Context: an optimization exercise on an open-source flow, tuned for small area. The choices shown serve that exercise and are no tape-out recipe.
RTL that was checked went through simulation tests only; none was proved equivalent to the original.
The clock port is modelled as an ideal driver; clocking choices that lean on that would not hold on a real chip.
Power is estimated from default activity; no workload was simulated.

Setup of the previous run:
==> flow/design.v <==
`timescale 1ns / 1ps
module clk_gen(
    input clk, rst,
    input [16:0] baud,
    output tx_tick, rx_tick
);
reg [13:0] tx_count;
reg [9:0] rx_count;
reg tx_ph, rx_ph;
wire c4800 = (baud == 17'd4800);
wire c14400 = (baud == 17'd14400);
wire c19200 = (baud == 17'd19200);
wire c38400 = (baud == 17'd38400);
wire c57600 = (baud == 17'd57600);
wire c115200 = (baud == 17'd115200);
wire c128000 = (baud == 17'd128000);
wire tx_wrap = (1'b1 & tx_count[5] & tx_count[6] & tx_count[7] & tx_count[11] & tx_count[13]) |
    (~c4800 & tx_count[3] & tx_count[7] & tx_count[10] & tx_count[12]) |
    (c14400 & tx_count[6] & tx_count[7] & tx_count[8] & tx_count[10] & tx_count[11]) |
    (c19200 & tx_count[2] & tx_count[3] & tx_count[4] & tx_count[6] & tx_count[9] & tx_count[11]) |
    (c38400 & tx_count[1] & tx_count[2] & tx_count[6] & tx_count[8] & tx_count[10]) |
    (c57600 & tx_count[2] & tx_count[4] & tx_count[7] & tx_count[8] & tx_count[9]) |
    (c115200 & tx_count[1] & tx_count[5] & tx_count[6] & tx_count[7] & tx_count[8]) |
    (c128000 & tx_count[3] & tx_count[4] & tx_count[5] & tx_count[7] & tx_count[8]);
wire rx_wrap = (1'b1 & rx_count[1] & rx_count[4] & rx_count[7] & rx_count[9]) |
    (~c4800 & rx_count[0] & rx_count[2] & rx_count[3] & rx_count[6] & rx_count[8]) |
    (c14400 & rx_count[5] & rx_count[6] & rx_count[7]) |
    (c19200 & rx_count[1] & rx_count[3] & rx_count[5] & rx_count[7]) |
    (c38400 & rx_count[3] & rx_count[4] & rx_count[6]) |
    (c57600 & rx_count[0] & rx_count[2] & rx_count[3] & rx_count[4] & rx_count[5]) |
    (c115200 & rx_count[1] & rx_count[5]) |
    (c128000 & rx_count[5]);
reg [14:0] tx_c;
reg [10:0] rx_c;
integer i;
always @(*) begin
    tx_c[0] = 1'b1;
    for (i = 0; i < 14; i = i + 1) tx_c[i+1] = tx_c[i] & tx_count[i];
    rx_c[0] = 1'b1;
    for (i = 0; i < 10; i = i + 1) rx_c[i+1] = rx_c[i] & rx_count[i];
end
wire [13:0] tx_inc = tx_count ^ tx_c[13:0];
wire [9:0] rx_inc = rx_count ^ rx_c[9:0];
always @(posedge clk) begin
    if (rst || tx_wrap) tx_count <= 14'd47;
    else                tx_count <= tx_inc;
    if (rst)            tx_ph <= 0;
    else if (tx_wrap)   tx_ph <= ~tx_ph;
end
always @(posedge clk) begin
    if (rst || rx_wrap) rx_count <= 10'd8;
    else                rx_count <= rx_inc;
    if (rst)            rx_ph <= 0;
    else if (rx_wrap)   rx_ph <= ~rx_ph;
end
assign tx_tick = tx_wrap && !tx_ph;
assign rx_tick = rx_wrap && !rx_ph;
endmodule
`timescale 1ns / 1ps
module uart_tx(
    input clk, tx_tick, tx_start,
    input rst,
    input [7:0] tx_data,
    input [3:0] length,
    input parity_type, parity_en,
    input stop2,
    output tx, tx_done
);
localparam [3:0] IDLE = 4'd0, START = 4'd1, PAR = 4'd2, STOP1 = 4'd3,
                 STOP2 = 4'd4, DONE = 4'd5;
reg [3:0] pos;
reg [7:0] tx_reg;
wire [2:0] last = {1'b1, length[3] | (length[1] & length[0]), ~length[0]};
wire is_data = pos[3];
wire is_last = is_data && pos[2:0] == last;
wire par = ^(tx_data[4:0]) ^ (tx_data[5] & (length[3] | length[1]))
         ^ (tx_data[6] & (length[3] | (length[1] & length[0])))
         ^ (tx_data[7] & length[3]) ^ ~parity_type;
always @(posedge clk) begin
    if (pos == START) tx_reg <= tx_data;
    else if (is_last) tx_reg[0] <= par;
end
always @(posedge clk) begin
    if (rst)
        pos <= IDLE;
    else if (tx_tick) begin
        if (is_data)
            pos <= is_last ? (parity_en ? PAR : STOP1) : pos + 1'b1;
        else case (pos)
            IDLE:    pos <= tx_start ? START : IDLE;
            START:   pos <= 4'd8;
            PAR:     pos <= STOP1;
            STOP1:   pos <= stop2 ? STOP2 : DONE;
            STOP2:   pos <= DONE;
            default: pos <= IDLE;
        endcase
    end
end
assign tx = is_data ? tx_reg[pos[2:0]] :
            (pos == START) ? 1'b0 :
            (pos == PAR) ? tx_reg[0] : 1'b1;
assign tx_done = (pos == DONE);
endmodule
`timescale 1ns / 1ps
module uart_rx(
    input clk, rx_tick, rx_start,
    input rst, rx,
    input [3:0] length,
    input parity_type, parity_en,
    input stop2,
    output reg [7:0] rx_out,
    output rx_done,
    output reg rx_error
);
localparam [3:0] IDLE = 4'd0, START = 4'd1, PAR = 4'd2, STOP1 = 4'd3,
                 STOP2 = 4'd4, DONE = 4'd5;
reg [3:0] pos;
reg [3:0] count;
reg [7:0] datard;
reg par;
wire is_data = pos[3];
wire c7  = (count == 4'd7);
wire c15 = (count == 4'd15);
wire [3:0] first = {2'b10, length[1] ^ length[0], length[0]};   
always @(posedge clk) begin
    if (rx_tick) begin
        count <= (pos == IDLE) ? 4'd0 : count + 1'b1;
        if (pos == IDLE) par <= ~parity_type;
        else if (is_data && c7) par <= par ^ rx;
        if (is_data && c7)
            datard <= {rx & length[3],
                       (length[1] & length[0]) ? rx : datard[7],
                       (length[1] & ~length[0]) ? rx : datard[6],
                       (~length[1] & length[0]) ? rx : datard[5],
                       datard[4:1]};
    end
end
always @(posedge clk) begin
    if (rst) begin
        pos      <= IDLE;
        rx_out   <= 8'd0;
        rx_error <= 1'b0;
    end
    else if (rx_tick) begin
        if (is_data) begin
            if (c15) begin
                if (pos == 4'd15) begin
                    rx_out <= datard;
                    pos <= parity_en ? PAR : STOP1;
                end
                else
                    pos <= pos + 1'b1;
            end
        end
        else case (pos)
            IDLE: if (rx_start && !rx) begin
                pos <= START;
                rx_error <= 1'b0;
            end
            START: begin
                if (c7 && rx) pos <= IDLE;
                else if (c15) pos <= first;
            end
            PAR: begin
                if (c7 && (rx ^ par)) rx_error <= 1'b1;
                if (c15) pos <= STOP1;
            end
            STOP1: begin
                if (c7 && !rx) rx_error <= 1'b1;
                if (c15) pos <= stop2 ? STOP2 : DONE;
            end
            STOP2: begin
                if (c7 && !rx) rx_error <= 1'b1;
                if (c15) pos <= DONE;
            end
            default: pos <= IDLE;
        endcase
    end
end
assign rx_done = (pos == DONE);
endmodule
`timescale 1ns / 1ps
module uart_top (
    input clk, rst,
    input tx_start, rx_start,
    input [7:0] tx_data,
    input [16:0] baud,
    input [3:0] length,
    input parity_type, parity_en,
    input stop2,
    output tx_done,rx_done, tx_err, rx_err,
    output [7:0] rx_out
 );
wire tx_tick, rx_tick;
wire tx_rx;
clk_gen clk_dut (clk, rst, baud, tx_tick, rx_tick);
uart_tx tx_dut  (clk, tx_tick, tx_start, rst, tx_data, length, parity_type, parity_en, stop2, tx_rx, tx_done);
uart_rx rx_dut  (clk, rx_tick, rx_start, rst, tx_rx, length, parity_type, parity_en, stop2, rx_out, rx_done, rx_err);
assign tx_err = 1'b0;
endmodule
==> flow/config.mk <==
export PLATFORM = sky130hd
export DESIGN_NAME = uart_top
export DESIGN_NICKNAME = uart_top
export VERILOG_FILES = /design/flow/design.v
export SDC_FILE = /design/flow/constraint.sdc
export NUM_CORES = 4
export LEC_CHECK = 0
export CAP_MARGIN = 20
export CORE_MARGIN = 2
export CORE_UTILIZATION = 40
export PLACE_DENSITY = 0.6
export SLEW_MARGIN = 20
==> flow/constraint.sdc <==
create_clock -name core_clock -period 10.0 [get_ports {clk}]
set_input_delay 2.0000 -clock core_clock [delete_from_list [all_inputs] [get_ports {clk}]]
set_output_delay 2.0000 -clock core_clock [all_outputs]
set_load 0.01 [all_outputs]
standard.sh (not shown) runs the stock make flow with config.mk's settings and CLKGATE_MAP_FILE= SYNTH_SCRIPT=/design/flow/synth_recipe.tcl, a recipe that flattens the netlist after the stock synthesis.
==> flow/flow/run.sh <==
#!/bin/bash
# Standard layout (standard synthesis unchanged), with these changes:
#  - every input and output port still gets its own buffer, but a buf_1
#    instead of the flow's default port buffer cell;
#  - clock tree built from clkbuf_4 cells, without dummy loads; leaf
#    buffers with many flip-flops are upsized (flow/post_cts.tcl);
#  - power recovery (downsizing of gates with slack) after global routing
#    (RECOVER_POWER), followed by a repair_design pass for any slew or
#    capacitance violation it leaves (flow/post_grt.tcl).
# The make output goes to standard_flow.log; ORFS keeps each step's log
# under orfs/logs.
set -euo pipefail
HERE=$(pwd)
export BUFFER_PORTS_ARGS="-buffer_cell sky130_fd_sc_hd__buf_1"
export CTS_ARGS="-sink_clustering_enable -repair_clock_nets -buf_list sky130_fd_sc_hd__clkbuf_4 -sink_clustering_size 32 -sink_clustering_max_diameter 300 -dont_use_dummy_load"
export POST_CTS_TCL=$HERE/flow/post_cts.tcl
export RECOVER_POWER=100
export POST_GLOBAL_ROUTE_TCL=$HERE/flow/post_grt.tcl
bash standard.sh > standard_flow.log 2>&1
==> flow/flow/post_cts.tcl <==
set block [ord::get_db_block]
set big [[ord::get_db] findMaster sky130_fd_sc_hd__clkbuf_8]
foreach inst [$block getInsts] {
  if {[[$inst getMaster] getName] ne "sky130_fd_sc_hd__clkbuf_4"} { continue }
  set out [[$inst findITerm X] getNet]
  if {$out eq "NULL" || [$out getSigType] ne "CLOCK"} { continue }
  set n [llength [$out getITerms]]
  if {$n > 10} {
    puts "post_cts: [$inst getName] drives [expr {$n - 1}] pins, upsized to clkbuf_8"
    $inst swapMaster $big
  }
}
detailed_placement
==> flow/flow/post_grt.tcl <==
# Global route's power recovery (RECOVER_POWER) runs after its repair_design;
# repair any slew or capacitance violation it left, then legalize and
# update the routing of the changed nets.
global_route -start_incremental
estimate_parasitics -global_routing
repair_design -verbose
detailed_placement
global_route -end_incremental
estimate_parasitics -global_routing
report_check_types -max_slew -max_capacitance -violators
Modified inputs, the current run compared to the previous run
diff --git a/flow/design.v b/flow/design.v
--- a/flow/design.v
+++ b/flow/design.v
@@ -15,20 +15,21 @@
 wire c115200 = (baud == 17'd115200);
 wire c128000 = (baud == 17'd128000);
-wire tx_wrap = (1'b1 & tx_count[5] & tx_count[6] & tx_count[7] & tx_count[11] & tx_count[13]) |
-    (~c4800 & tx_count[3] & tx_count[7] & tx_count[10] & tx_count[12]) |
-    (c14400 & tx_count[6] & tx_count[7] & tx_count[8] & tx_count[10] & tx_count[11]) |
-    (c19200 & tx_count[2] & tx_count[3] & tx_count[4] & tx_count[6] & tx_count[9] & tx_count[11]) |
-    (c38400 & tx_count[1] & tx_count[2] & tx_count[6] & tx_count[8] & tx_count[10]) |
-    (c57600 & tx_count[2] & tx_count[4] & tx_count[7] & tx_count[8] & tx_count[9]) |
-    (c115200 & tx_count[1] & tx_count[5] & tx_count[6] & tx_count[7] & tx_count[8]) |
-    (c128000 & tx_count[3] & tx_count[4] & tx_count[5] & tx_count[7] & tx_count[8]);
-wire rx_wrap = (1'b1 & rx_count[1] & rx_count[4] & rx_count[7] & rx_count[9]) |
-    (~c4800 & rx_count[0] & rx_count[2] & rx_count[3] & rx_count[6] & rx_count[8]) |
-    (c14400 & rx_count[5] & rx_count[6] & rx_count[7]) |
-    (c19200 & rx_count[1] & rx_count[3] & rx_count[5] & rx_count[7]) |
-    (c38400 & rx_count[3] & rx_count[4] & rx_count[6]) |
-    (c57600 & rx_count[0] & rx_count[2] & rx_count[3] & rx_count[4] & rx_count[5]) |
-    (c115200 & rx_count[1] & rx_count[5]) |
-    (c128000 & rx_count[5]);
+wire c9600 = ~(c4800 | c14400 | c19200 | c38400 | c57600 | c115200 | c128000);
+wire tx_wrap = (c4800 & tx_count[6] & tx_count[7] & tx_count[11] & tx_count[13]) |
+    (c9600 & tx_count[3] & tx_count[5] & tx_count[6] & tx_count[10] & tx_count[12]) |
+    (c14400 & tx_count[5] & tx_count[7] & tx_count[8] & tx_count[10] & tx_count[11]) |
+    (c19200 & tx_count[2] & tx_count[3] & tx_count[4] & tx_count[5] & tx_count[9] & tx_count[11]) |
+    (c38400 & tx_count[1] & tx_count[2] & tx_count[5] & tx_count[8] & tx_count[10]) |
+    (c57600 & tx_count[2] & tx_count[4] & tx_count[5] & tx_count[6] & tx_count[8] & tx_count[9]) |
+    (c115200 & tx_count[1] & tx_count[6] & tx_count[7] & tx_count[8]) |
+    (c128000 & tx_count[3] & tx_count[4] & tx_count[7] & tx_count[8]);
+wire rx_wrap = (c4800 & rx_count[1] & rx_count[3] & rx_count[4] & rx_count[7] & rx_count[9]) |
+    (c9600 & rx_count[0] & rx_count[2] & rx_count[4] & rx_count[6] & rx_count[8]) |
+    (c14400 & rx_count[3] & rx_count[5] & rx_count[6] & rx_count[7]) |
+    (c19200 & rx_count[1] & rx_count[4] & rx_count[5] & rx_count[7]) |
+    (c38400 & rx_count[5] & rx_count[6]) |
+    (c57600 & rx_count[0] & rx_count[2] & rx_count[6]) |
+    (c115200 & rx_count[1] & rx_count[3] & rx_count[5]) |
+    (c128000 & rx_count[3] & rx_count[5]);
 reg [14:0] tx_c;
 reg [10:0] rx_c;
@@ -43,5 +44,5 @@
 wire [9:0] rx_inc = rx_count ^ rx_c[9:0];
 always @(posedge clk) begin
-    if (rst || tx_wrap) tx_count <= 14'd47;
+    if (rst || tx_wrap) tx_count <= 14'd15;
     else                tx_count <= tx_inc;
     if (rst)            tx_ph <= 0;
@@ -49,5 +50,5 @@
 end
 always @(posedge clk) begin
-    if (rst || rx_wrap) rx_count <= 10'd8;
+    if (rst || rx_wrap) rx_count <= 10'd16;
     else                rx_count <= rx_inc;
     if (rst)            rx_ph <= 0;
Notes after the runs:
Looking at effective utilization at floorplan, the current run sits 0.19 points higher than the previous run does. Per the comparison of the current run with the previous run, share of the clock period used by the worst path rose 4.2 points, worst slack on hold paths about even. Compared with the previous run, in the current run clock power share was more or less identical, count of unique library cells instantiated by Yosys saw an increase, complex-gate fraction of the synthesized area lower, global-route wire length before repair now smaller, count of flip-flops and latches held. [compare] base=the previous run new=the current run: final critical-path required period now larger, summed instance area of the synthesized netlist went up by 34 µm², total power per unit cell area now smaller. Diff the previous run -> the current run: post-layout instance area moved up; count of plain and timing-repair buffers moved down. Destination of the critical timing path = rx_dut.rx_out[2]$_SDFFE_PP0P_: the previous run; destination of the critical timing path = rx_dut.datard[7]$_DFFE_PP_: the current run.
The RTL of the previous run was laid out without a check of its function.

## port drivers added, routing unchanged
Ports are ideal in the flow. The routed layouts listed here were re-timed in OpenROAD. Step 1 assumes that a clkbuf_16 drives the clock port and a buf_2 every other input. Step 2 times the ports against the registers' clock, not the clock port: input delays grow and output delays shrink by t, the midpoint of the rising clock arrivals with the driver on. a / b / c = ideal ports / drivers / drivers and shift; a / b = the first two.
run | shift t [ns] | setup WS [ns] | hold slack, ns | pins driven straight from the clock port
the previous run | 0.428 | 5.736 / 5.746 / 5.317 | 0.389 / 0.389 / 0.389 | 1
the current run | 0.417 | 5.320 / 5.325 / 4.908 | 0.392 / 0.392 / 0.392 | 1
After both steps every run listed still meets setup and hold. For the previous run, which loses most, drivers alone change the setup slack by +0.010 ns; drivers and shift together by -0.419 ns.
